What follows belongs to an exercise in optimizing a design on an open flow for small area; a production flow would make more cautious choices. The RTL was checked by simulation tests, not by an equivalence proof against the original design. No activity file was given, so power comes from the tool's default toggle rates.

===== flow/constraint.sdc =====
create_clock -name core_clock -period 125.0 [get_ports {CLK}]
set_input_delay 25.0000 -clock core_clock [delete_from_list [all_inputs] [get_ports {CLK}]]
set_output_delay 25.0000 -clock core_clock [all_outputs]
set_load 0.01 [all_outputs]

===== flow/design.v =====
module Clock_Gen (
    input clk,               
    input rst,
    output reg tick_1sec,    
    output reg tick_speed,   
    output reg tick_scan     
);
    reg [25:0] cnt_1sec;
    reg [21:0] cnt_speed; 
    reg [15:0] cnt_scan;
    always @(posedge clk) begin
        if (rst) begin
            cnt_1sec <= 0; cnt_speed <= 0; cnt_scan <= 0;
            tick_1sec <= 0; tick_speed <= 0; tick_scan <= 0;
        end else begin
            if (cnt_1sec >= 250 - 1) begin
                cnt_1sec <= 0; tick_1sec <= 1;
            end else begin
                cnt_1sec <= cnt_1sec + 1; tick_1sec <= 0;
            end
            if (cnt_speed >= 125 - 1) begin
                cnt_speed <= 0; tick_speed <= 1;
            end else begin
                cnt_speed <= cnt_speed + 1; tick_speed <= 0;
            end
            if (cnt_scan >= 50 - 1) begin
                cnt_scan <= 0; tick_scan <= 1;
            end else begin
                cnt_scan <= cnt_scan + 1; tick_scan <= 0;
            end
        end
    end
endmodule
module SPI_ADC_Controller (
    input clk, 
    input rst,
    output reg spi_sck, 
    output reg spi_cs_n, 
    output reg spi_mosi, 
    input spi_miso,
    output reg [7:0] adc_accel,   
    output reg [7:0] adc_cds      
);
    reg [15:0] clk_cnt;
    reg sck_enable_rise; 
    reg sck_enable_fall; 
    always @(posedge clk) begin
        if (rst) begin
            clk_cnt <= 0;
            spi_sck <= 0;
            sck_enable_rise <= 0;
            sck_enable_fall <= 0;
        end else begin
            sck_enable_rise <= 0;
            sck_enable_fall <= 0;
            if (clk_cnt >= 2) begin  
                clk_cnt <= 0;
                spi_sck <= ~spi_sck;
                if (spi_sck == 0) sck_enable_rise <= 1;  
                else sck_enable_fall <= 1;               
            end else begin
                clk_cnt <= clk_cnt + 1;
            end
        end
    end
    reg [1:0] state;
    reg [4:0] bit_cnt;
    reg [2:0] channel_addr;  
    reg [2:0] prev_addr;     
    reg [15:0] shift_in;     
    localparam S_IDLE = 0;
    localparam S_TRANS = 1;
    localparam S_DONE = 2;
    always @(posedge clk) begin
        if (rst) begin
            spi_cs_n <= 1;
            spi_mosi <= 0;
            state <= S_IDLE;
            bit_cnt <= 0;
            channel_addr <= 0; 
            prev_addr <= 0;
            adc_accel <= 0;
            adc_cds <= 0;
            shift_in <= 0;
        end else begin
            case (state)
                S_IDLE: begin
                    spi_cs_n <= 1;
                    if (sck_enable_fall) begin 
                        state <= S_TRANS;
                        spi_cs_n <= 0;  
                        bit_cnt <= 0;
                    end
                end
                S_TRANS: begin
                    if (sck_enable_rise) begin
                        if (bit_cnt >= 1 && bit_cnt <= 16) begin
                             shift_in <= {shift_in[14:0], spi_miso};
                        end
                        case (bit_cnt)
                            0: spi_mosi <= 1;  
                            1: spi_mosi <= 0;  
                            2: spi_mosi <= 0;  
                            3: spi_mosi <= channel_addr[2];  
                            4: spi_mosi <= channel_addr[1];  
                            5: spi_mosi <= channel_addr[0];  
                            6: spi_mosi <= 1;  
                            7: spi_mosi <= 1;  
                            8: spi_mosi <= 0;  
                            9: spi_mosi <= 0;  
                            10: spi_mosi <= 1;  
                            11: spi_mosi <= 1;  
                            default: spi_mosi <= 0;
                        endcase
                        bit_cnt <= bit_cnt + 1;
                        if (bit_cnt == 16) begin
                            state <= S_DONE;
                            spi_cs_n <= 1;
                        end
                    end
                end
                S_DONE: begin
                    if (prev_addr == 0) adc_cds <= shift_in[12:5];         
                    else if (prev_addr == 1) adc_accel <= shift_in[12:5];  
                    prev_addr <= channel_addr;
                    if (channel_addr == 0) channel_addr <= 1;
                    else channel_addr <= 0;
                    state <= S_IDLE;
                end
            endcase
        end
    end
endmodule
module Warning_Light_Logic (
    input clk,
    input rst,
    input tick_1sec,          
    input sw_hazard,          
    input ess_trigger,        
    input is_accel_pressed,   
    output reg blink_out,      
    output wire ess_active_out  
);
    reg [2:0] ess_timer;      
    reg ess_active;           
    assign ess_active_out = ess_active;
    always @(posedge clk) begin
        if (rst) begin
            ess_active <= 0;
            ess_timer <= 0;
        end else begin
            if (ess_trigger) begin
                ess_active <= 1;
                ess_timer <= 3;  
            end
            else if (ess_active) begin
                if (is_accel_pressed) begin
                    ess_active <= 0;
                    ess_timer <= 0;
                end
                else if (ess_timer == 0) begin
                    ess_active <= 0;
                end
                else if (tick_1sec) begin
                    ess_timer <= ess_timer - 1;
                end
            end
        end
    end
    reg [25:0] blink_cnt;
    wire blink_pulse;
    always @(posedge clk) begin
        if (rst) blink_cnt <= 0;
        else if (blink_cnt >= 50_000) blink_cnt <= 0;
        else blink_cnt <= blink_cnt + 1;
    end
    assign blink_pulse = (blink_cnt < 25_000);  
    always @(*) begin
        if (sw_hazard || ess_active) begin
            blink_out = blink_pulse;
        end else begin
            blink_out = 0;
        end
    end
endmodule
module Turn_Signal_Logic (
    input clk, input rst,
    input sw_left, input sw_right, input sw_hazard, input ess_active,
    output wire led_left, output wire led_right
);
    reg [25:0] blink_cnt;
    wire blink_pulse;
    always @(posedge clk) begin
        if (rst) blink_cnt <= 0;
        else if (blink_cnt >= 50_000) blink_cnt <= 0;  
        else blink_cnt <= blink_cnt + 1;
    end
    assign blink_pulse = (blink_cnt < 25_000);  
    assign led_left  = (sw_left || sw_hazard || ess_active) ? blink_pulse : 1'b0;
    assign led_right = (sw_right || sw_hazard || ess_active) ? blink_pulse : 1'b0;
endmodule
module Vehicle_Logic (
    input clk, input rst,
    input engine_on,
    input tick_1sec, input tick_speed,
    input [3:0] current_gear,  
    input is_low_gear_mode,  
    input [2:0] max_gear_limit,  
    input is_side_brake,  
    input [7:0] adc_accel,
    input is_brake_normal, input is_brake_hard,
    input is_fuel_drain,
    output reg [7:0] speed,
    output reg [13:0] rpm,
    output reg [7:0] fuel,
    output reg [7:0] temp,       
    output reg [31:0] odometer_raw,  
    output reg ess_trigger,
    output reg [2:0] gear_num  
);
    parameter IDLE_RPM = 800;
    reg [9:0] power;       
    reg [9:0] resistance;  
    reg [4:0] decel_counter;  
    wire [7:0] effective_accel;
    assign effective_accel = (adc_accel > 5) ? (adc_accel - 5) : 8'd0;
    wire [7:0] rpm_accel;
    assign rpm_accel = adc_accel;
    reg [13:0] calc_rpm; 
    reg [13:0] base_rpm; 
    reg [2:0] target_gear;  
    reg [1:0] rpm_jitter;
    reg [7:0] smooth_accel;  
    always @(posedge clk) begin
        if (rst) begin
            rpm_jitter <= 0;
            smooth_accel <= 0;
        end
        else if (tick_speed) begin
            rpm_jitter <= rpm_jitter + 1;
            if (effective_accel > smooth_accel) begin
                smooth_accel <= effective_accel;  
            end else if (effective_accel < smooth_accel) begin
                if (smooth_accel >= 8) smooth_accel <= smooth_accel - 8;
                else smooth_accel <= effective_accel;
            end
        end
    end
    always @(posedge clk) begin
        if (rst) begin 
            speed <= 0;
            ess_trigger <= 0; 
            decel_counter <= 0;
            gear_num <= 1;
        end
        else if (tick_speed) begin
            if (engine_on && current_gear == 4'd12) power = effective_accel;        
            else if (engine_on && current_gear == 4'd6) power = effective_accel / 2;  
            else power = 0;  
            resistance = speed + 5 + ((speed >= 180) ? 100 : 0);
            if (is_side_brake) resistance = resistance + 210;
            if (is_brake_hard) begin 
                if (speed > 150) begin
                    if(speed >= 2) speed <= speed - 2; else speed <= 0;
                end else if (speed > 80) begin
                    if(speed >= 4) speed <= speed - 4; else speed <= 0;
                end else begin
                    if(speed >= 8) speed <= speed - 8; else speed <= 0;
                end
                if(speed > 50) ess_trigger <= 1;
                else ess_trigger <= 0;
            end 
            else if (is_brake_normal) begin 
                if (speed > 150) begin
                    if(speed >= 1) speed <= speed - 1; else speed <= 0;
                end else if (speed > 80) begin
                    if(speed >= 2) speed <= speed - 2; else speed <= 0;
                end else begin
                    if(speed >= 3) speed <= speed - 3; else speed <= 0;
                end
                ess_trigger <= 0;
            end 
            else begin 
                ess_trigger <= 0;
                if (power > resistance) begin
                    decel_counter <= 0;  
                    if (current_gear == 4'd6 && speed >= 50) begin
                    end 
                    else if (is_low_gear_mode && current_gear == 4'd12) begin
                        if (max_gear_limit == 1 && speed >= 35) begin 
                            if (speed > 35) speed <= speed - 1;  
                        end
                        else if (max_gear_limit == 2 && speed >= 65) begin 
                            if (speed > 65) speed <= speed - 1;  
                        end
                        else if (max_gear_limit == 3 && speed >= 95) begin 
                            if (speed > 95) speed <= speed - 1;  
                        end
                        else if (speed < 250 && rpm < 7900) speed <= speed + 1;
                    end
                    else if (speed < 250 && rpm < 7900) begin  
                        speed <= speed + 1;
                    end
                end 
                else if (power < resistance) begin
                    if (is_side_brake) begin
                        if (speed > 0) begin
                            if (decel_counter >= 2) begin 
                                speed <= speed - 1; 
                                decel_counter <= 0; 
                            end else begin
                                decel_counter <= decel_counter + 1;
                            end
                        end
                    end
                    else begin
                        decel_counter <= decel_counter + 1;
                        if (speed > 0) begin
                            case (gear_num)
                                6: begin
                                    if (speed >= 170) begin 
                                        if (decel_counter >= 2) begin speed <= speed - 1; decel_counter <= 0; end
                                    end else if (speed >= 140) begin
                                        if (decel_counter >= 5) begin speed <= speed - 1; decel_counter <= 0; end
                                    end else begin
                                        if (decel_counter >= 20) begin speed <= speed - 1; decel_counter <= 0; end
                                    end
                                end
                                5: begin
                                    if (speed >= 120) begin
                                        if (decel_counter >= 8) begin speed <= speed - 1; decel_counter <= 0; end
                                    end else begin
                                        if (decel_counter >= 15) begin speed <= speed - 1; decel_counter <= 0; end
                                    end
                                end
                                4: if (decel_counter >= 10) begin speed <= speed - 1; decel_counter <= 0; end
                                3: if (decel_counter >= 6) begin speed <= speed - 1; decel_counter <= 0; end
                                2: if (decel_counter >= 3) begin speed <= speed - 1; decel_counter <= 0; end
                                1: if (decel_counter >= 1) begin speed <= speed - 1; decel_counter <= 0; end
                                default: begin speed <= speed - 1; decel_counter <= 0; end
                            endcase
                        end
                    end
                end
                else begin
                    decel_counter <= 0;
                end
                if (current_gear == 4'd12) begin  
                    if (effective_accel == 0) begin
                        if (speed < 20) gear_num <= 1;
                        else if (speed < 31) gear_num <= 2;
                        else if (speed < 50) gear_num <= 3;
                        else if (speed < 71) gear_num <= 4;
                        else if (speed < 105) gear_num <= 5;
                        else gear_num <= 6;
                    end else begin
                        case (gear_num)
                            1: if (speed >= 25) gear_num <= 2;
                            2: begin
                                if (speed < 20) gear_num <= 1;
                                else if (speed >= 36) gear_num <= 3;
                            end
                            3: begin
                                if (speed < 31) gear_num <= 2;
                                else if (speed >= 55) gear_num <= 4;
                            end
                            4: begin
                                if (speed < 50) gear_num <= 3;
                                else if (speed >= 76) gear_num <= 5;
                            end
                            5: begin
                                if (speed < 71) gear_num <= 4;
                                else if (speed >= 110) gear_num <= 6;
                            end
                            6: begin
                                if (speed < 105) gear_num <= 5;
                            end
                            default: gear_num <= 1;
                        endcase
                    end
                    if (is_low_gear_mode && gear_num > max_gear_limit) gear_num <= max_gear_limit;
                end else begin
                    gear_num <= 1;  
                end
            end
        end
    end
    always @(*) begin
        rpm = 0;
        calc_rpm = 0;
        base_rpm = IDLE_RPM;
        if (!engine_on) begin
            rpm = 0;
        end
        else if (current_gear == 4'd3 || current_gear == 4'd9) begin 
            calc_rpm = IDLE_RPM + (rpm_accel * 20) + rpm_jitter;
            if (calc_rpm > 4000) rpm = 4000 + rpm_jitter;
            else rpm = calc_rpm;
        end
        else begin 
            case (gear_num)
                1: base_rpm = speed * 100;   
                2: base_rpm = speed * 60;   
                3: base_rpm = speed * 40;   
                4: base_rpm = speed * 30;   
                5: base_rpm = speed * 24;    
                6: base_rpm = speed * 18;    
                default: base_rpm = IDLE_RPM;
            endcase
            if (base_rpm < IDLE_RPM) base_rpm = IDLE_RPM;
            if (base_rpm > 10000) base_rpm = IDLE_RPM;  
            rpm = base_rpm + (smooth_accel * 2) + rpm_jitter;
            if (rpm > 8000) rpm = 8000;
        end
    end
    reg [15:0] fuel_acc;       
    reg [15:0] temp_acc;       
    reg [31:0] dist_m_acc;     
    always @(posedge clk) begin
        if (rst) begin 
            fuel <= 100;
            temp <= 25;        
            odometer_raw <= 0; 
            fuel_acc <= 0;
            temp_acc <= 0;
            dist_m_acc <= 0;
        end
        else if (tick_1sec) begin
            if (engine_on && speed > 0) begin
                dist_m_acc <= dist_m_acc + (speed * 278);  
                if (dist_m_acc >= 10_000) begin
                    odometer_raw <= odometer_raw + 1;
                    dist_m_acc <= dist_m_acc - 10_000;
                end
            end
            if (is_fuel_drain) begin
                if (fuel >= 8) begin
                    fuel <= fuel - 8; 
                end
                else begin
                    fuel <= 0; 
                end
            end
            else if (engine_on) begin
                fuel_acc <= fuel_acc + 10 + (rpm / 100) + effective_accel;
                if (fuel_acc >= 5000) begin
                    if (fuel > 0) fuel <= fuel - 1;
                    fuel_acc <= 0;
                end
            end
            if (engine_on && rpm > 3500) begin
                if (temp < 130) begin
                    temp_acc <= temp_acc + 1;
                    if (temp_acc >= 3) begin  
                        temp <= temp + 1;
                        temp_acc <= 0;
                    end
                end
            end
            else if (engine_on) begin
                if (temp < 90) begin
                    temp_acc <= temp_acc + 1;
                    if (temp_acc >= 10) begin  
                        temp <= temp + 1;
                        temp_acc <= 0;
                    end
                end
                else if (temp >= 90) begin
                    if (temp > 90) begin
                        temp_acc <= temp_acc + 1;
                        if (temp_acc >= 15) begin  
                            temp <= temp - 1;
                            temp_acc <= 0;
                        end
                    end
                    else begin
                        temp_acc <= 0;
                    end
                end
            end
            else begin
                if (temp > 25) begin
                    temp_acc <= temp_acc + 1;
                    if (temp_acc >= 20) begin  
                        temp <= temp - 1;
                        temp_acc <= 0;
                    end
                end
            end
        end
    end
endmodule
module Light_Controller (
    input clk,
    input rst,
    input sw_headlight,       
    input sw_high_beam,       
    input [7:0] cds_val,      
    input is_brake,           
    input is_reverse,         
    input turn_left,          
    input turn_right,         
    output wire [3:0] fc_red,
    output wire [3:0] fc_green,
    output wire [3:0] fc_blue,
    output [7:0] led_port
);
    reg is_dark;
    always @(posedge clk) begin
        if (rst) is_dark <= 0;
        else begin
            if (cds_val < 150) is_dark <= 1;       
            else if (cds_val > 160) is_dark <= 0;  
        end
    end
    wire head_on = sw_headlight || is_dark;  
    wire low_beam_on = head_on; 
    wire high_beam_on = head_on && sw_high_beam;  
    assign fc_red[0]   = high_beam_on;
    assign fc_green[0] = high_beam_on;
    assign fc_blue[0]  = high_beam_on;
    assign fc_red[1]   = high_beam_on;
    assign fc_green[1] = high_beam_on;
    assign fc_blue[1]  = high_beam_on;
    assign fc_red[2]   = low_beam_on;
    assign fc_green[2] = low_beam_on;
    assign fc_blue[2]  = low_beam_on;
    assign fc_red[3]   = low_beam_on;
    assign fc_green[3] = low_beam_on;
    assign fc_blue[3]  = low_beam_on;
    reg [3:0] pwm_cnt;
    always @(posedge clk) begin
        if (rst) pwm_cnt <= 0;
        else if (pwm_cnt >= 9) pwm_cnt <= 0;
        else pwm_cnt <= pwm_cnt + 1;
    end
    wire pwm_100 = 1'b1;
    wire pwm_70  = (pwm_cnt < 7);
    wire pwm_30  = (pwm_cnt < 3);
    wire tail_outer;  
    wire tail_inner;  
    assign tail_outer = is_brake ? pwm_100 : (head_on ? pwm_30 : 1'b0);
    assign tail_inner = is_reverse ? pwm_70 : (is_brake ? pwm_100 : (head_on ? pwm_30 : 1'b0));
    assign led_port[7] = turn_left;
    assign led_port[6] = turn_left;
    assign led_port[5] = tail_outer;
    assign led_port[4] = tail_inner;  
    assign led_port[3] = tail_inner;  
    assign led_port[2] = tail_outer;
    assign led_port[1] = turn_right;
    assign led_port[0] = turn_right;
endmodule
module Step_Motor_Controller (
    input clk,               
    input rst,
    input engine_on,         
    input key_left,          
    input key_right,         
    input key_center,        
    output reg [3:0] step_out  
);
    parameter SPEED_FAST = 900; 
    parameter SPEED_SLOW = 1_600; 
    parameter LIMIT_POS = 75; 
    reg [21:0] cnt;  
    reg tick;
    reg [2:0] step_idx; 
    reg signed [31:0] current_pos; 
    wire [21:0] current_speed_limit;
    assign current_speed_limit = (engine_on) ? SPEED_FAST : SPEED_SLOW;
    always @(posedge clk) begin
        if (rst) begin
            cnt <= 0; tick <= 0;
        end else begin
            if (cnt >= current_speed_limit) begin
                cnt <= 0; tick <= 1;
            end else begin
                cnt <= cnt + 1; tick <= 0;
            end
        end
    end
    always @(posedge clk) begin
        if (rst) begin
            step_idx <= 0;
            step_out <= 4'b0000;
            current_pos <= 0; 
        end else if (tick) begin 
            if (key_left && !key_right) begin
                if (current_pos > -LIMIT_POS) begin
                    step_idx <= step_idx - 1;
                    current_pos <= current_pos - 1;
                end
            end 
            else if (key_right && !key_left) begin
                if (current_pos < LIMIT_POS) begin
                    step_idx <= step_idx + 1;
                    current_pos <= current_pos + 1;
                end
            end
            else if (key_center) begin
                if (current_pos > 0) begin       
                    step_idx <= step_idx - 1;    
                    current_pos <= current_pos - 1;
                end else if (current_pos < 0) begin 
                    step_idx <= step_idx + 1;   
                    current_pos <= current_pos + 1;
                end
            end
            case (step_idx)
                3'd0: step_out <= 4'b1000;
                3'd1: step_out <= 4'b1100;
                3'd2: step_out <= 4'b0100;
                3'd3: step_out <= 4'b0110;
                3'd4: step_out <= 4'b0010;
                3'd5: step_out <= 4'b0011;
                3'd6: step_out <= 4'b0001;
                3'd7: step_out <= 4'b1001;
            endcase
        end 
    end
endmodule
module Display_Unit (
    input clk, 
    input rst,               
    input tick_scan, 
    input obd_mode_sw,       
    input [13:0] rpm, 
    input [7:0] speed, 
    input [7:0] fuel, 
    input [7:0] temp, 
    input [3:0] gear_char, 
    input [2:0] gear_num,  
    input is_low_gear_mode,  
    input [2:0] max_gear_limit,  
    output reg [7:0] seg_data, 
    output reg [7:0] seg_com,
    output reg [7:0] seg_1_data
);
    reg [15:0] left_val, right_val; 
    reg [2:0] scan_idx; 
    reg [3:0] hex_digit;
    function [15:0] to_bcd4_blank;
        input [15:0] value;
        integer temp_val;
        integer thousands, hundreds, tens, ones;
        begin
            temp_val = value;
            if (temp_val > 9999) temp_val = 9999;
            thousands = temp_val / 1000;
            temp_val = temp_val % 1000;
            hundreds = temp_val / 100;
            temp_val = temp_val % 100;
            tens = temp_val / 10;
            ones = temp_val % 10;
            if (thousands == 0) begin
                thousands = 4'hF; 
                if (hundreds == 0) begin
                    hundreds = 4'hF; 
                    if (tens == 0) tens = 4'hF; 
                end
            end
            to_bcd4_blank = {thousands[3:0], hundreds[3:0], tens[3:0], ones[3:0]};
        end
    endfunction
    function [7:0] encode_digit;
        input [3:0] digit;
        begin
            case (digit)
                4'h0: encode_digit = 8'b0011_1111;  
                4'h1: encode_digit = 8'b0000_0110;
                4'h2: encode_digit = 8'b0101_1011;
                4'h3: encode_digit = 8'b0100_1111;
                4'h4: encode_digit = 8'b0110_0110;
                4'h5: encode_digit = 8'b0110_1101;
                4'h6: encode_digit = 8'b0111_1101;
                4'h7: encode_digit = 8'b0000_0111;
                4'h8: encode_digit = 8'b0111_1111;
                4'h9: encode_digit = 8'b0110_1111;
                4'hF: encode_digit = 8'b0000_0000;  
                default: encode_digit = 8'b0000_0000;
            endcase
        end
    endfunction
    always @(*) begin
        left_val = to_bcd4_blank({2'b0, rpm});
        if (obd_mode_sw) begin 
            right_val = to_bcd4_blank({8'b0, temp});
        end else begin 
            right_val = to_bcd4_blank({8'b0, speed});
        end
    end
    always @(posedge clk) begin
        if (rst) scan_idx <= 0;
        else if (tick_scan) scan_idx <= scan_idx + 1;
    end
    always @(*) begin
        hex_digit = 4'h0;  
        if (rst) begin
            seg_com = 8'hFF;
            seg_data = 8'h00; 
        end else begin
            seg_com = 8'hFF;
            seg_com[scan_idx] = 0; 
            case (scan_idx)
                0: hex_digit = right_val[3:0];
                1: hex_digit = right_val[7:4];
                2: hex_digit = right_val[11:8]; 
                3: hex_digit = right_val[15:12];
                4: hex_digit = left_val[3:0]; 
                5: hex_digit = left_val[7:4];
                6: hex_digit = left_val[11:8]; 
                7: hex_digit = left_val[15:12];
            endcase
            seg_data = encode_digit(hex_digit);
        end
    end
    always @(*) begin
        if (rst) seg_1_data = 8'h00;
        else begin
            if (obd_mode_sw && gear_char == 4'd12) begin
                case (gear_num)
                    3'd1: seg_1_data = 8'b0110_0000;  
                    3'd2: seg_1_data = 8'b1101_1010;  
                    3'd3: seg_1_data = 8'b1111_0010;  
                    3'd4: seg_1_data = 8'b0110_0110;  
                    3'd5: seg_1_data = 8'b1011_0110;  
                    3'd6: seg_1_data = 8'b0011_1110;  
                    default: seg_1_data = 8'b0000_0000;
                endcase
            end else begin
                case (gear_char)
                    4'd3:  seg_1_data = 8'hCE;  
                    4'd6:  seg_1_data = 8'h0A;  
                    4'd9:  seg_1_data = 8'h2A;  
                    4'd12: begin  
                        if (is_low_gear_mode) begin
                            case (max_gear_limit)
                                3'd1: seg_1_data = 8'b0110_0000;  
                                3'd2: seg_1_data = 8'b1101_1010;  
                                3'd3: seg_1_data = 8'b1111_0010;  
                                default: seg_1_data = 8'h7A;  
                            endcase
                        end else begin
                            seg_1_data = 8'h7A;  
                        end
                    end
                    default: seg_1_data = 8'h00;
                endcase
            end
        end
    end
endmodule
module LCD_Module (
    input clk, input rst, 
    input engine_on,         
    input is_off,            
    input [31:0] odometer, input [7:0] fuel, input is_side_brake,
    output reg lcd_rs, output reg lcd_rw, output reg lcd_e, output reg [7:0] lcd_data
);
    parameter [5:0] S_DELAY_POW=0, S_INIT_1=1, S_INIT_2=2, S_INIT_3=3, S_FUNC_SET=4, S_DISP_OFF=5, 
                    S_CLR_DISP=6, S_ENTRY_MODE=7, S_DISP_ON=8, S_IDLE=9, S_LINE1_CMD=10, S_LINE1_WR=11, 
                    S_LINE2_CMD=12, S_LINE2_WR=13;
    reg [5:0] state; 
    reg [19:0] cnt_delay; 
    reg [19:0] wait_time; 
    reg [4:0] char_idx;
    reg [7:0] line1_buf [0:15]; 
    reg [7:0] line2_buf [0:15];
    reg [27:0] engine_start_timer;
    reg prev_engine_on;
    reg show_engine_on_msg;
    reg [27:0] key_on_timer;
    reg prev_is_off;
    reg show_key_on_msg;
    function [7:0] digit2ascii; input [3:0] d; begin if(d<10) digit2ascii=d+8'h30; else digit2ascii=8'h20; end endfunction
    always @(posedge clk) begin
        if (rst) begin
            engine_start_timer <= 0;
            prev_engine_on <= 0;
            show_engine_on_msg <= 0;
            key_on_timer <= 0;
            prev_is_off <= 1;
            show_key_on_msg <= 0;
        end else begin
            prev_engine_on <= engine_on;
            if (!engine_on) begin
                show_engine_on_msg <= 0;
                engine_start_timer <= 0;
            end else if (engine_on && !prev_engine_on) begin
                engine_start_timer <= 50_000;  
                show_engine_on_msg <= 1;
            end else if (engine_start_timer > 0) begin
                engine_start_timer <= engine_start_timer - 1;
                if (engine_start_timer == 1) show_engine_on_msg <= 0;
            end
            prev_is_off <= is_off;
            if (is_off) begin
                show_key_on_msg <= 0;
                key_on_timer <= 0;
            end else if (!is_off && prev_is_off) begin
                key_on_timer <= 50_000;  
                show_key_on_msg <= 1;
            end else if (key_on_timer > 0) begin
                key_on_timer <= key_on_timer - 1;
                if (key_on_timer == 1) show_key_on_msg <= 0;
            end
        end
    end
    always @(posedge clk) begin
        if (is_off) begin
            line1_buf[0]<=" "; line1_buf[1]<=" "; line1_buf[2]<=" "; line1_buf[3]<=" ";
            line1_buf[4]<=" "; line1_buf[5]<=" "; line1_buf[6]<=" "; line1_buf[7]<=" ";
            line1_buf[8]<=" "; line1_buf[9]<=" "; line1_buf[10]<=" "; line1_buf[11]<=" ";
            line1_buf[12]<=" "; line1_buf[13]<=" "; line1_buf[14]<=" "; line1_buf[15]<=" ";
            line2_buf[0]<=" "; line2_buf[1]<=" "; line2_buf[2]<=" "; line2_buf[3]<=" ";
            line2_buf[4]<=" "; line2_buf[5]<=" "; line2_buf[6]<=" "; line2_buf[7]<=" ";
            line2_buf[8]<=" "; line2_buf[9]<=" "; line2_buf[10]<=" "; line2_buf[11]<=" ";
            line2_buf[12]<=" "; line2_buf[13]<=" "; line2_buf[14]<=" "; line2_buf[15]<=" ";
        end 
        else if (show_engine_on_msg) begin
            line1_buf[0]<=" "; line1_buf[1]<=" "; line1_buf[2]<=" "; line1_buf[3]<="E";
            line1_buf[4]<="N"; line1_buf[5]<="G"; line1_buf[6]<="I"; line1_buf[7]<="N";
            line1_buf[8]<="E"; line1_buf[9]<=" "; line1_buf[10]<="O"; line1_buf[11]<="N";
            line1_buf[12]<="!"; line1_buf[13]<=" "; line1_buf[14]<=" "; line1_buf[15]<=" ";
            line2_buf[0]<=" "; line2_buf[1]<=" "; line2_buf[2]<=" "; line2_buf[3]<=" ";
            line2_buf[4]<=" "; line2_buf[5]<=" "; line2_buf[6]<=" "; line2_buf[7]<=" ";
            line2_buf[8]<=" "; line2_buf[9]<=" "; line2_buf[10]<=" "; line2_buf[11]<=" ";
            line2_buf[12]<=" "; line2_buf[13]<=" "; line2_buf[14]<=" "; line2_buf[15]<=" ";
        end 
        else if (show_key_on_msg) begin
            line1_buf[0]<=" "; line1_buf[1]<=" "; line1_buf[2]<=" "; line1_buf[3]<=" ";
            line1_buf[4]<="K"; line1_buf[5]<="E"; line1_buf[6]<="Y"; line1_buf[7]<=" ";
            line1_buf[8]<="O"; line1_buf[9]<="N"; line1_buf[10]<=" "; line1_buf[11]<=" ";
            line1_buf[12]<=" "; line1_buf[13]<=" "; line1_buf[14]<=" "; line1_buf[15]<=" ";
            line2_buf[0]<=" "; line2_buf[1]<=" "; line2_buf[2]<=" "; line2_buf[3]<=" ";
            line2_buf[4]<=" "; line2_buf[5]<=" "; line2_buf[6]<=" "; line2_buf[7]<=" ";
            line2_buf[8]<=" "; line2_buf[9]<=" "; line2_buf[10]<=" "; line2_buf[11]<=" ";
            line2_buf[12]<=" "; line2_buf[13]<=" "; line2_buf[14]<=" "; line2_buf[15]<=" ";
        end
        else begin
            line1_buf[0]<="O"; line1_buf[1]<="D"; line1_buf[2]<="O"; line1_buf[3]<=":"; line1_buf[4]<=" ";
            line1_buf[5]<=digit2ascii((odometer/10000)%10); line1_buf[6]<=digit2ascii((odometer/1000)%10);
            line1_buf[7]<=digit2ascii((odometer/100)%10); line1_buf[8]<=digit2ascii((odometer/10)%10);
            line1_buf[9]<=digit2ascii(odometer%10); line1_buf[10]<=" "; line1_buf[11]<="k"; line1_buf[12]<="m";
            line1_buf[13]<=" "; line1_buf[14]<=" "; line1_buf[15]<=" ";
            if(is_side_brake) begin
                line2_buf[0]<=" "; line2_buf[1]<=" "; line2_buf[2]<=" "; line2_buf[3]<="S";
                line2_buf[4]<="I"; line2_buf[5]<="D"; line2_buf[6]<="E"; line2_buf[7]<=" ";
                line2_buf[8]<="O"; line2_buf[9]<="N"; line2_buf[10]<="!"; line2_buf[11]<=" ";
                line2_buf[12]<=" "; line2_buf[13]<=" "; line2_buf[14]<=" "; line2_buf[15]<=" ";
            end else begin
                line2_buf[0]<=" "; line2_buf[1]<="F"; line2_buf[2]<="U"; line2_buf[3]<="E";
                line2_buf[4]<="L"; line2_buf[5]<=":"; line2_buf[6]<=" "; 
                if(fuel>=100) line2_buf[7]<="1"; else line2_buf[7]<=" ";
                line2_buf[8]<=digit2ascii((fuel/10)%10); line2_buf[9]<=digit2ascii(fuel%10);
                line2_buf[10]<=" "; line2_buf[11]<="%"; line2_buf[12]<=" ";
                if(fuel<15) begin line2_buf[13]<="!"; line2_buf[14]<="!"; end else begin line2_buf[13]<=" "; line2_buf[14]<=" "; end
                line2_buf[15]<=" ";
            end
        end
    end
    reg prev_is_off_fsm;
    always @(posedge clk) begin
        if(rst) begin 
            state<=S_DELAY_POW; cnt_delay<=0; char_idx<=0; lcd_e<=0; lcd_rs<=0; lcd_rw<=0; lcd_data<=0; wait_time<=2_000; 
            prev_is_off_fsm <= 1;
        end
        else begin
            prev_is_off_fsm <= is_off;
            if (prev_is_off_fsm && !is_off) begin
                state<=S_DELAY_POW; cnt_delay<=0; char_idx<=0; lcd_e<=0; lcd_rs<=0; lcd_rw<=0; lcd_data<=0; wait_time<=2_000;
            end
            else if(cnt_delay<wait_time) begin
                cnt_delay<=cnt_delay+1;
                if(state!=S_DELAY_POW && cnt_delay==5) lcd_e<=1; else if(cnt_delay==15) lcd_e<=0;
            end else begin
                cnt_delay<=0;
                case(state)
                    S_DELAY_POW: begin state<=S_INIT_1; wait_time<=250; end
                    S_INIT_1: begin lcd_rs<=0; lcd_data<=8'h30; state<=S_INIT_2; wait_time<=10; end
                    S_INIT_2: begin lcd_rs<=0; lcd_data<=8'h30; state<=S_INIT_3; wait_time<=5; end
                    S_INIT_3: begin lcd_rs<=0; lcd_data<=8'h30; state<=S_FUNC_SET; wait_time<=5; end
                    S_FUNC_SET: begin lcd_rs<=0; lcd_data<=8'h38; state<=S_DISP_OFF; wait_time<=5; end
                    S_DISP_OFF: begin lcd_rs<=0; lcd_data<=8'h08; state<=S_CLR_DISP; wait_time<=100; end 
                    S_CLR_DISP: begin lcd_rs<=0; lcd_data<=8'h01; state<=S_ENTRY_MODE; wait_time<=100; end
                    S_ENTRY_MODE: begin lcd_rs<=0; lcd_data<=8'h06; state<=S_DISP_ON; wait_time<=5; end
                    S_DISP_ON: begin lcd_rs<=0; lcd_data<=8'h0C; state<=S_IDLE; wait_time<=50; end
                    S_IDLE: begin state<=S_LINE1_CMD; wait_time<=50; end
                    S_LINE1_CMD: begin lcd_rs<=0; lcd_data<=8'h80; char_idx<=0; state<=S_LINE1_WR; wait_time<=20; end
                    S_LINE1_WR: begin lcd_rs<=1; lcd_data<=line1_buf[char_idx]; if(char_idx<15) begin char_idx<=char_idx+1; state<=S_LINE1_WR; end else state<=S_LINE2_CMD; wait_time<=20; end
                    S_LINE2_CMD: begin lcd_rs<=0; lcd_data<=8'hC0; char_idx<=0; state<=S_LINE2_WR; wait_time<=20; end
                    S_LINE2_WR: begin lcd_rs<=1; lcd_data<=line2_buf[char_idx]; if(char_idx<15) begin char_idx<=char_idx+1; state<=S_LINE2_WR; end else state<=S_IDLE; wait_time<=20; end
                endcase
            end
        end
    end
endmodule
module Servo_Controller (
    input clk,
    input rst,
    input [7:0] speed,
    output reg servo_pwm
);
    localparam integer PERIOD_CYCLES = 1_000;
    localparam integer MIN_PULSE = 25;   
    localparam integer MAX_PULSE = 125;  
    reg [19:0] period_cnt;
    reg [19:0] pulse_width;
    integer scaled_width;
    always @(*) begin
        scaled_width = MIN_PULSE + ((speed * 133) >> 8);  
        if (scaled_width > MAX_PULSE) scaled_width = MAX_PULSE;
        pulse_width = scaled_width[19:0];
    end
    always @(posedge clk) begin
        if (rst) begin
            period_cnt <= 0;
            servo_pwm <= 1'b0;
        end else begin
            if (period_cnt >= PERIOD_CYCLES - 1) begin
                period_cnt <= 0;
            end else begin
                period_cnt <= period_cnt + 1'b1;
            end
            servo_pwm <= (period_cnt < pulse_width);
        end
    end
endmodule
module Sound_Unit (
    input clk,               
    input rst,               
    input [13:0] rpm,        
    input ess_active,        
    input is_horn,           
    input is_reverse,        
    input turn_signal_on,    
    input engine_on,         
    input accel_active,      
    output reg piezo_out     
);
    localparam NOTE_C4  = 96;
    localparam NOTE_E4  = 76;
    localparam NOTE_GS4 = 60;
    localparam NOTE_A4  = 57;
    localparam NOTE_B4  = 51;
    localparam NOTE_C5  = 48;
    localparam NOTE_D5  = 43;
    localparam NOTE_DS5 = 40;
    localparam NOTE_E5  = 38;
    localparam NOTE_REST = 0;
    reg [5:0] note_idx;  
    reg [24:0] note_timer; 
    reg [19:0] current_tone_period;
    reg reverse_melody_active; 
    always @(posedge clk) begin
        if (rst) begin
            note_idx <= 0;
            note_timer <= 0;
            current_tone_period <= 0;
            reverse_melody_active <= 0;
        end else begin
            if (is_reverse && engine_on) begin
                reverse_melody_active <= 1;
                if (note_timer >= 12_500) begin
                    note_timer <= 0;
                    if (note_idx >= 45) note_idx <= 0;  
                    else note_idx <= note_idx + 1;
                end else begin
                    note_timer <= note_timer + 1;
                end
                case (note_idx)
                    0: current_tone_period <= NOTE_E5;
                    1: current_tone_period <= NOTE_DS5;
                    2: current_tone_period <= NOTE_E5;
                    3: current_tone_period <= NOTE_DS5;
                    4: current_tone_period <= NOTE_E5;
                    5: current_tone_period <= NOTE_B4;
                    6: current_tone_period <= NOTE_D5;
                    7: current_tone_period <= NOTE_C5;
                    8: current_tone_period <= NOTE_A4;
                    9: current_tone_period <= NOTE_A4;  
                    10: current_tone_period <= NOTE_REST;
                    11: current_tone_period <= NOTE_C4;
                    12: current_tone_period <= NOTE_E4;
                    13: current_tone_period <= NOTE_A4;
                    14: current_tone_period <= NOTE_B4;
                    15: current_tone_period <= NOTE_B4;  
                    16: current_tone_period <= NOTE_REST;
                    17: current_tone_period <= NOTE_E4;
                    18: current_tone_period <= NOTE_GS4;
                    19: current_tone_period <= NOTE_B4;
                    20: current_tone_period <= NOTE_C5;
                    21: current_tone_period <= NOTE_C5;  
                    22: current_tone_period <= NOTE_REST;
                    23: current_tone_period <= NOTE_E4;
                    24: current_tone_period <= NOTE_E5;
                    25: current_tone_period <= NOTE_DS5;
                    26: current_tone_period <= NOTE_E5;
                    27: current_tone_period <= NOTE_DS5;
                    28: current_tone_period <= NOTE_E5;
                    29: current_tone_period <= NOTE_B4;
                    30: current_tone_period <= NOTE_D5;
                    31: current_tone_period <= NOTE_C5;
                    32: current_tone_period <= NOTE_A4;
                    33: current_tone_period <= NOTE_A4;  
                    34: current_tone_period <= NOTE_REST;
                    35: current_tone_period <= NOTE_C4;
                    36: current_tone_period <= NOTE_E4;
                    37: current_tone_period <= NOTE_A4;
                    38: current_tone_period <= NOTE_B4;
                    39: current_tone_period <= NOTE_B4;  
                    40: current_tone_period <= NOTE_REST;
                    41: current_tone_period <= NOTE_E4;
                    42: current_tone_period <= NOTE_C5;
                    43: current_tone_period <= NOTE_B4;
                    44: current_tone_period <= NOTE_A4;
                    45: current_tone_period <= NOTE_A4;  
                    default: current_tone_period <= NOTE_REST;
                endcase
            end else begin
                reverse_melody_active <= 0;
                note_idx <= 0;
                note_timer <= 0;
                current_tone_period <= 0;
            end
        end
    end
    reg [19:0] reverse_tone_cnt;
    reg reverse_wave;
    always @(posedge clk) begin
        if (rst) begin
            reverse_wave <= 0;
            reverse_tone_cnt <= 0;
        end else if (reverse_melody_active && current_tone_period > 0) begin
            if (reverse_tone_cnt >= (current_tone_period << 1)) begin 
                reverse_tone_cnt <= 0;
            end else reverse_tone_cnt <= reverse_tone_cnt + 1;
            reverse_wave <= (reverse_tone_cnt < (current_tone_period >> 2));
        end else begin
            reverse_wave <= 0;
            reverse_tone_cnt <= 0;
        end
    end
    reg prev_turn_signal;
    reg [19:0] click_cnt;
    reg click_sound_active;
    reg is_tick;  
    always @(posedge clk) begin
        if (rst) begin
            prev_turn_signal <= 0;
            click_cnt <= 0;
            click_sound_active <= 0;
            is_tick <= 0;
        end else begin
            prev_turn_signal <= turn_signal_on;
            if (turn_signal_on != prev_turn_signal) begin
                click_cnt <= 150;  
                click_sound_active <= 1;
                is_tick <= turn_signal_on;  
            end
            if (click_cnt > 0) begin
                click_cnt <= click_cnt - 1;
                click_sound_active <= 1;
            end else begin
                click_sound_active <= 0;
            end
        end
    end
    reg [15:0] click_tone_cnt;
    reg click_wave;
    wire [15:0] click_limit = (is_tick ? 13 : 16);
    always @(posedge clk) begin
        if (rst) begin
            click_wave <= 0;
            click_tone_cnt <= 0;
        end else if (click_sound_active) begin
            if (click_tone_cnt >= (click_limit << 1)) begin 
                click_tone_cnt <= 0;
            end else click_tone_cnt <= click_tone_cnt + 1;
            click_wave <= (click_tone_cnt < (click_limit >> 2));
        end else begin
            click_wave <= 0;
            click_tone_cnt <= 0;
        end
    end
    reg [19:0] horn_cnt;
    reg horn_wave;
    always @(posedge clk) begin
        if (rst) begin
            horn_wave <= 0;
            horn_cnt <= 0;
        end else if (is_horn) begin
            if (horn_cnt >= 125) begin
                horn_cnt <= 0;
            end else horn_cnt <= horn_cnt + 1;
            horn_wave <= (horn_cnt < 31);
        end else begin
            horn_wave <= 0;
            horn_cnt <= 0;
        end
    end
    reg [19:0] engine_cnt;
    reg [19:0] engine_period;
    reg engine_wave;
    always @(posedge clk) begin
        if (rst) begin
            engine_wave <= 0;
            engine_cnt <= 0;
            engine_period <= 0;
        end else if (engine_on) begin
            if (rpm > 8000) engine_period <= 100;  
            else engine_period <= 400 - ((rpm * 205) >> 12);  
            if (engine_cnt >= (engine_period << 1)) begin
                engine_cnt <= 0;
            end else begin
                engine_cnt <= engine_cnt + 1;
            end
            engine_wave <= (engine_cnt < (engine_period >> 4));
        end else begin
            engine_wave <= 0;
            engine_cnt <= 0;
        end
    end
    always @(*) begin
        if (is_horn) begin
            piezo_out = horn_wave;  
        end 
        else if (click_sound_active) begin
            piezo_out = click_wave;  
        end 
        else if (reverse_melody_active) begin
            piezo_out = reverse_wave;  
        end
        else if (engine_on) begin
            piezo_out = engine_wave;  
        end
        else begin
            piezo_out = 1'b0;  
        end
    end
endmodule
module Car_Simulator_Top (
    input CLK,
    input RST,  
    input KEY_1, KEY_2, KEY_3, KEY_4, KEY_5, KEY_6,
    input KEY_7, KEY_8, KEY_9, KEY_STAR, KEY_0, KEY_SHARP,
    input [7:0] DIP_SW,
    output SPI_SCK, SPI_AD, SPI_DIN, input SPI_DOUT,
    output [7:0] SEG_DATA, SEG_COM,
    output PIEZO,
    output [7:0] LED,
    output LCD_RS, LCD_RW, LCD_E, output [7:0] LCD_DATA,
    output [7:0] SEG_1_DATA, 
    output SERVO_PWM,
    output [3:0] FC_RED, output [3:0] FC_GREEN, output [3:0] FC_BLUE,
    output [3:0] STEP_MOTOR
);
    wire tick_1s, tick_spd, tick_scn, tick_snd;
    wire [7:0] spd_w, fuel_w, temp_w, adc_accel_w, adc_cds_w;
    wire [13:0] rpm_w;
    wire [31:0] odo_w;
    wire ess_trig, led_l, led_r;
    wire accel_active;
    reg [3:0] gear_reg;
    reg engine_on;
    wire global_safe_rst;
    assign global_safe_rst = (KEY_8 && (spd_w == 0) && (gear_reg == 4'd3) && KEY_STAR && DIP_SW[7]);
    wire rst_all = RST || global_safe_rst;
    wire [7:0] adc_accel_raw;  
    Clock_Gen u_clk (.clk(CLK), .rst(rst_all), .tick_1sec(tick_1s), .tick_speed(tick_spd), .tick_scan(tick_scn));
    SPI_ADC_Controller u_adc (.clk(CLK), .rst(rst_all), .spi_sck(SPI_SCK), .spi_cs_n(SPI_AD), .spi_mosi(SPI_DIN), .spi_miso(SPI_DOUT), .adc_accel(adc_accel_raw), .adc_cds(adc_cds_w));
    assign adc_accel_w = (fuel_w > 0) ? adc_accel_raw : 8'd0;
    assign accel_active = (adc_accel_w > 8'd10);
    wire ess_active_wire;
    Warning_Light_Logic u_warn (
        .clk(CLK), .rst(rst_all), .tick_1sec(tick_1s),
        .sw_hazard(DIP_SW[2]), .ess_trigger(ess_trig), 
        .is_accel_pressed(accel_active),
        .blink_out(), 
        .ess_active_out(ess_active_wire)
    );
    parameter STATE_OFF = 2'd0;
    parameter STATE_ACC = 2'd1;
    parameter STATE_RUN = 2'd2;
    reg [1:0] power_state;
    reg prev_key_0;
    always @(posedge CLK) begin
        if (rst_all) begin
            power_state <= STATE_OFF;
            prev_key_0 <= 0;
        end else if (tick_spd) begin 
            prev_key_0 <= KEY_0;
            if (power_state == STATE_RUN && fuel_w == 0) begin
                power_state <= STATE_ACC;
            end
            if (KEY_0 && !prev_key_0) begin
                case (power_state)
                    STATE_OFF: begin
                        if (KEY_STAR && gear_reg == 4'd3) begin
                            if (fuel_w > 0) power_state <= STATE_RUN;
                            else power_state <= STATE_ACC;
                        end
                        else power_state <= STATE_ACC;  
                    end
                    STATE_ACC: begin
                        if (KEY_STAR && gear_reg == 4'd3) begin
                             if (fuel_w > 0) power_state <= STATE_RUN;
                        end
                        else power_state <= STATE_OFF;
                    end
                    STATE_RUN: begin
                        if (spd_w == 0) power_state <= STATE_OFF;
                    end
                endcase
            end
        end
    end
    always @(*) engine_on = (power_state == STATE_RUN);
    reg [2:0] max_gear_limit;  
    reg prev_key_6, prev_key_sharp;
    always @(posedge CLK) begin
        if (rst_all) begin
            gear_reg <= 4'd3;
            max_gear_limit <= 3'd3;
            prev_key_6 <= 0; prev_key_sharp <= 0;
        end
        else begin
            prev_key_6 <= KEY_6;
            prev_key_sharp <= KEY_SHARP;
            if (KEY_3 && spd_w == 0) gear_reg <= 4'd3;       
            else if (KEY_9) gear_reg <= 4'd9;  
            else if (DIP_SW[5]) begin
                if (KEY_6 && !prev_key_6) begin
                    if (max_gear_limit < 3) max_gear_limit <= max_gear_limit + 1;
                end
                else if (KEY_SHARP && !prev_key_sharp) begin
                    if (max_gear_limit > 1) max_gear_limit <= max_gear_limit - 1;
                end
            end
            else begin
                if (KEY_6) begin             
                    if (spd_w == 0) gear_reg <= 4'd6;  
                end
                else if (KEY_SHARP) begin
                    if (spd_w == 0) gear_reg <= 4'd12;  
                end
            end
        end
    end
    wire [2:0] gear_num_w;  
    Vehicle_Logic u_logic (
        .clk(CLK), .rst(rst_all), .engine_on(engine_on), 
        .tick_1sec(tick_1s), .tick_speed(tick_spd), 
        .current_gear(gear_reg), 
        .is_low_gear_mode(DIP_SW[5]), .max_gear_limit(max_gear_limit), 
        .is_side_brake(DIP_SW[6]),  
        .adc_accel(adc_accel_w), 
        .is_brake_normal(KEY_STAR), .is_brake_hard(KEY_7),
        .is_fuel_drain(KEY_8), 
        .speed(spd_w), .rpm(rpm_w), .fuel(fuel_w), .temp(temp_w), .odometer_raw(odo_w), 
        .ess_trigger(ess_trig), .gear_num(gear_num_w)
    );
    wire [7:0] led_logic_out;
    wire [7:0] lcd_data_logic;
    wire lcd_rs_logic, lcd_rw_logic, lcd_e_logic;
    wire is_brake_active;
    assign is_brake_active = (KEY_7 || KEY_STAR);
    wire [3:0] fc_r_w, fc_g_w, fc_b_w;
    Turn_Signal_Logic u_sig (.clk(CLK), .rst(rst_all), .sw_left(DIP_SW[0]), .sw_right(DIP_SW[1]), .sw_hazard(DIP_SW[2]), .ess_active(ess_active_wire), .led_left(led_l), .led_right(led_r));
    Light_Controller u_light (
        .clk(CLK), .rst(rst_all), 
        .sw_headlight(DIP_SW[3]), .sw_high_beam(DIP_SW[4]), .cds_val(adc_cds_w), 
        .is_brake(is_brake_active), .is_reverse(gear_reg == 4'd6), 
        .turn_left(led_l), .turn_right(led_r), 
        .fc_red(fc_r_w), .fc_green(fc_g_w), .fc_blue(fc_b_w), .led_port(led_logic_out)
    );
    assign LED = (engine_on) ? led_logic_out : 
                 ((led_logic_out & 8'b11000011) | 
                  (is_brake_active ? 8'b00111100 : 8'b0));
    assign FC_RED   = (engine_on) ? fc_r_w : 4'd0;
    assign FC_GREEN = (engine_on) ? fc_g_w : 4'd0;
    assign FC_BLUE  = (engine_on) ? fc_b_w : 4'd0;
    Step_Motor_Controller u_steer (
        .clk(CLK), .rst(rst_all),
        .engine_on(engine_on || (power_state == STATE_ACC)), 
        .key_left(KEY_4), .key_right(KEY_5), .key_center(KEY_2),  
        .step_out(STEP_MOTOR)
    );
    Display_Unit u_disp (
        .clk(CLK), 
        .rst(rst_all || (power_state == STATE_OFF)), 
        .tick_scan(tick_scn), 
        .obd_mode_sw(DIP_SW[7]), 
        .rpm(engine_on ? rpm_w : 14'd0), 
        .speed(engine_on ? spd_w : 8'd0), 
        .fuel(fuel_w),  
        .temp(temp_w),  
        .gear_char(gear_reg),  
        .gear_num(gear_num_w),  
        .is_low_gear_mode(DIP_SW[5]), .max_gear_limit(max_gear_limit),  
        .seg_data(SEG_DATA), 
        .seg_com(SEG_COM), 
        .seg_1_data(SEG_1_DATA)
    );
    LCD_Module u_lcd (
        .clk(CLK), .rst(rst_all), 
        .engine_on(engine_on), .is_off(power_state == STATE_OFF), 
        .odometer(odo_w), .fuel(fuel_w), .is_side_brake(DIP_SW[6]), 
        .lcd_rs(lcd_rs_logic), .lcd_rw(lcd_rw_logic), .lcd_e(lcd_e_logic), .lcd_data(lcd_data_logic)
    );
    assign LCD_RS   = lcd_rs_logic;
    assign LCD_RW   = lcd_rw_logic;
    assign LCD_E    = lcd_e_logic;
    assign LCD_DATA = lcd_data_logic;
    Servo_Controller u_servo (.clk(CLK), .rst(rst_all), .speed(spd_w), .servo_pwm(SERVO_PWM));
    Sound_Unit u_snd (.clk(CLK), .rst(rst_all), .rpm(rpm_w), .ess_active(led_l | led_r), .is_horn(KEY_1), .is_reverse(gear_reg == 4'd6), .turn_signal_on(led_l | led_r), .engine_on(engine_on), .accel_active(accel_active), .piezo_out(PIEZO));
endmodule

===== flow/run.sh =====
#!/bin/bash
# synth_recipe.tcl (not shown) runs the flow's synth.tcl, then flattens the netlist and writes it again
# the make line also repeats each setting of config.mk as NAME=value (left out here)
make -C /OpenROAD-flow-scripts/flow DESIGN_CONFIG=/design/flow/config.mk WORK_HOME=/design/flow/orfs CLKGATE_MAP_FILE= SYNTH_SCRIPT=/design/flow/synth_recipe.tcl finish

===== flow/config.mk =====
export PLATFORM = sky130hd
export DESIGN_NAME = Car_Simulator_Top
export DESIGN_NICKNAME = Car_Simulator_Top
export VERILOG_FILES = /design/flow/design.v
export SDC_FILE = /design/flow/constraint.sdc
export NUM_CORES = 4
export LEC_CHECK = 0
export CAP_MARGIN = 20
export CORE_MARGIN = 2
export CORE_UTILIZATION = 40
export SLEW_MARGIN = 20

==> summary.txt <==
## power by group through the flow
stage,registers (mW),clock network [mW],logic [mW]
after global routing,0.265,0.276,0.351
after global placement,0.266,0,0.303
after detailed placement,0.266,0,0.304
final,0.262,0.260,0.308
after floorplan,0.261,0,0.237
after CTS,0.262,0.268,0.306
## layer usage
metal / up-vias / global-route usage [%] / part of all wire (%)
met5: - / 0 / 0
met3: 407 / 1.61 / 4.6
met4: 0 / 7.74 / 3.2
li1: 45772 / - / -
met2: 2423 / 38.1 / 46
met1: 42724 / 30.2 / 46
## stage by stage
step | area (um^2) | std cells | hold slack [ns] | power [mW]
floorplan | 90600 | 12710 | 0.407 | 0.498
global placement | 93600 | 15329 | 0.417 | 0.569
detailed placement | 93600 | 15329 | 0.422 | 0.570
CTS | 96500 | 15475 | 0.431 | 0.835
global route | 96500 | 15476 | 0.465 | 0.891
finish | 96500 | 15476 | 0.430 | 0.829
## layout make-up
type,count,share of cell area [%]
tap,2992,3.88
sequential,717,14.9
inverter,608,2.37
timing repair buffer,242,2.10
antenna,1,0.00259
clock buffer,98,2.25
multi-input combinational,10770,73.8
clock inverter,48,0.766
## cells by family (layout without fill, tap and decap cells)
kind of cell             Yosys count  in the layout  share of synthesized area [%]
AO/OA/AOI/OAI                   3651           3651                           28.0
XOR/XNOR                        1039           1039                           10.2
adder cells (fa/ha/maj)          647            647                           9.49
buffers and inverters           1223            996                           5.71
flip-flops                       717            717                           15.9
multiplexers                     242            242                           2.80
other                              2            152                        0.00834
AND/OR/NAND/NOR                 5040           5040                           27.8
## placed cells by master, fill, tap and decap left out, types with 148 or more instances in the layout
cell,instances
a211oi_1,150
nor4_1,188
nor2_1,1455
o21ai_0,653
ha_1,524
or3_1,148
buf_4,159
a31oi_1,194
nor3_1,416
mux2i_1,174
a21oi_1,913
xor2_1,321
nand2_1,1134
conb_1,151
dfxtp_1,716
nand4_1,182
xnor2_1,708
inv_1,585
and2_1,183
nand3_1,452
## how the worst min path moves through the flow
| stage | end | cells past startpoint | slack, ns | from |
|---|---|---|---|---|
| 6_report | u_light.is_dark | 1 | 0.43 | u_adc.adc_cds[7] |
| 5_1_grt | u_light.is_dark | 1 | 0.46 | u_adc.adc_cds[7] |
| 4_1_cts | u_light.is_dark | 1 | 0.43 | u_adc.adc_cds[7] |
| 3_5_place_dp | u_light.is_dark | 1 | 0.42 | u_adc.adc_cds[7] |
| 3_3_place_gp | u_light.is_dark | 1 | 0.42 | u_adc.adc_cds[7] |
| 2_1_floorplan | u_light.is_dark | 1 | 0.41 | u_adc.adc_cds[7] |
## critical path: cells and delay by family
family                   cells  cell delay (ns)
AND/OR/NAND/NOR              9             1.75
AO/OA/AOI/OAI                9             2.14
XOR/XNOR                     1             0.20
adder cells (fa/ha/maj)      3             0.74
buffers and inverters        8             1.95
multiplexers                 1             0.06
==> flow_summary.ini <==
[outcome]
status = no timing/DRC/antenna violations

[yosys]
synth-edff-count = 0
async_reset_ff_share_pct = 0
synthFlopType = dfxtp_1
yosysMostFrequentCell = nor2_1
synth_cell_type_count = 176
syn_inst = 12561
netlist_top_cells_area = dfxtp_1 (16%), ha_1 (7.3%), xnor2_1 (6.9%)
ys_ff_latch = 717
seq_area_frac_synth_pct = 15.9
yosysWarnings = 14
synth_common_cells = nor2_1 (1,458), nand2_1 (1,134), a21oi_1 (913), dfxtp_1 (717), xnor2_1 (708)
synth_top_cell_area_share_pct = 15.9
synth_top_area_cell = dfxtp_1
synth_area_per_cell_um2 = 7.17
syn_area_um2 = 90000

[cts]
ctsRootBufferMaster = clkbuf_16
path_clk_slew_ns = 0.06
cts_resized = 0
cts_tree = done
htree_num_levels = 3
clock_path_buffers = 3
cts_num_sinks = 717
cts_buffers = 79
worst_skew_pair.late_latency_ns = 0.72
post_cts_buffers = 0
cts_hold_buf = 0

[global_routing]
grt_use_total_pct = 22.5
grt_pass1_wl_mm = 442
grt_antenna_before_repair = 1
grt_pass1_vias = 84408
grt_overflow = 0
grt_max_degree = 73

[pwr]
pwr-share-seq_pct = 31.6
combPwrFrac_pct = 37.1
power_density_nw_per_um2 = 8.59
p_leak_nw = 38.4
switchingPower_uw = 310
ir_worst_vdd_mv = 0.0139
p_int_uw = 519
swShare_pct = 37.4
clkPwrFrac_pct = 31.3

[layout]
drive_gt1_share_pct = 6.04
largest_reg_flops = 34
seqCellArea_um2 = 14400
largestRegisters = u_lcd.line1_buf x34, u_logic.odometer_raw x32, u_steer.current_pos x32
final_util_pct = 43.0
nNetsFinal = 13040
nFillCells = 23570
top_register = u_lcd.line1_buf
multi_input_area_um2 = 71200
synthToLayoutAreaGrowth_pct = 7.24

[placement]
io_buffers = 83
dpl.hpwl_mm = 204
gp_congestion = 0.931
place_ws_ns = 68.11

[worst_setup_path]
crit_top_cell = inv_1
cp_slowest_cell = clkdlybuf4s50_1
worstPathRequired_ns = 100.00
critical_path_class = primary input to output pin
ff2ff_setup_slack_ns = 73.26
r2r_end = u_lcd.line1_buf[5][0]
crit_arrival_ns = 31.89
reg2reg_depth = 128
cp-start-kind = primary input
critPathCaptureType = output pin
slowest_delay_ns = 0.56
endpoint = SEG_DATA[0]
timing.rr.start = u_logic.odometer_raw[28]
path_max_fanout = 32
critPathLaunch = DIP_SW[7]

[timing]
slew_violations = 0
setup_viol = 0
setup_tns_ns = 0
hold_viol = 0
fmax_mhz = 17.6
worst_pin_slew_ns = 1.07
rsz0062_at_grt = no
fin_worst_skew_ns = 0.0503
slew_headroom_pct = 28.7
fin_crit_sh_pct = 45.5
worst_slack_ns = 68.11
finalCriticalPeriod_ns = 56.89

[floorplanning]
rows = 174
die_y_um = 478
fp.dieW_um = 478
io_pins = 87
coreArea_um2 = 224000
initial_core_util_pct = 40.1
die-area_um2 = 229000

[drt]
first_iter_violations = 7454
ant_nets = 0
vias = 91326
routed_via_density = 5.90
first_pass_iters = 8
wl_per_cell_um = 17.4
wl_mm = 269
drc = 0

[hold_path]
hold_path.class = register to register

[job]
drv_cap = 0

-- separate check: timing with driven ports --
Ports are ideal in the flow. The routed layout listed here was re-timed in OpenROAD.
Step 1 assumes that a clkbuf_16 drives the clock port and a buf_2 every other input.
Step 2 adds t to the input delays and takes it off the output delays; t is the mean of the earliest and latest rising clock arrival at the registers after step 1. Input paths then give back, and output paths get back, about the clock's delay inside the block.
Three values: ideal, step 1, step 2; two values: the first two.
t, ns: 0.768
slack for setup (ns): 68.108 / 68.086 / 68.086
worst setup path at the end: input to output
worst register clock-pin slew, ns: 0.07 / 0.07
worst data-port slew with drivers (ns): 0.05
After both steps setup and hold are still met in this run. The setup slack of this run moves by -0.022 ns with the drivers and by -0.022 ns with both steps.
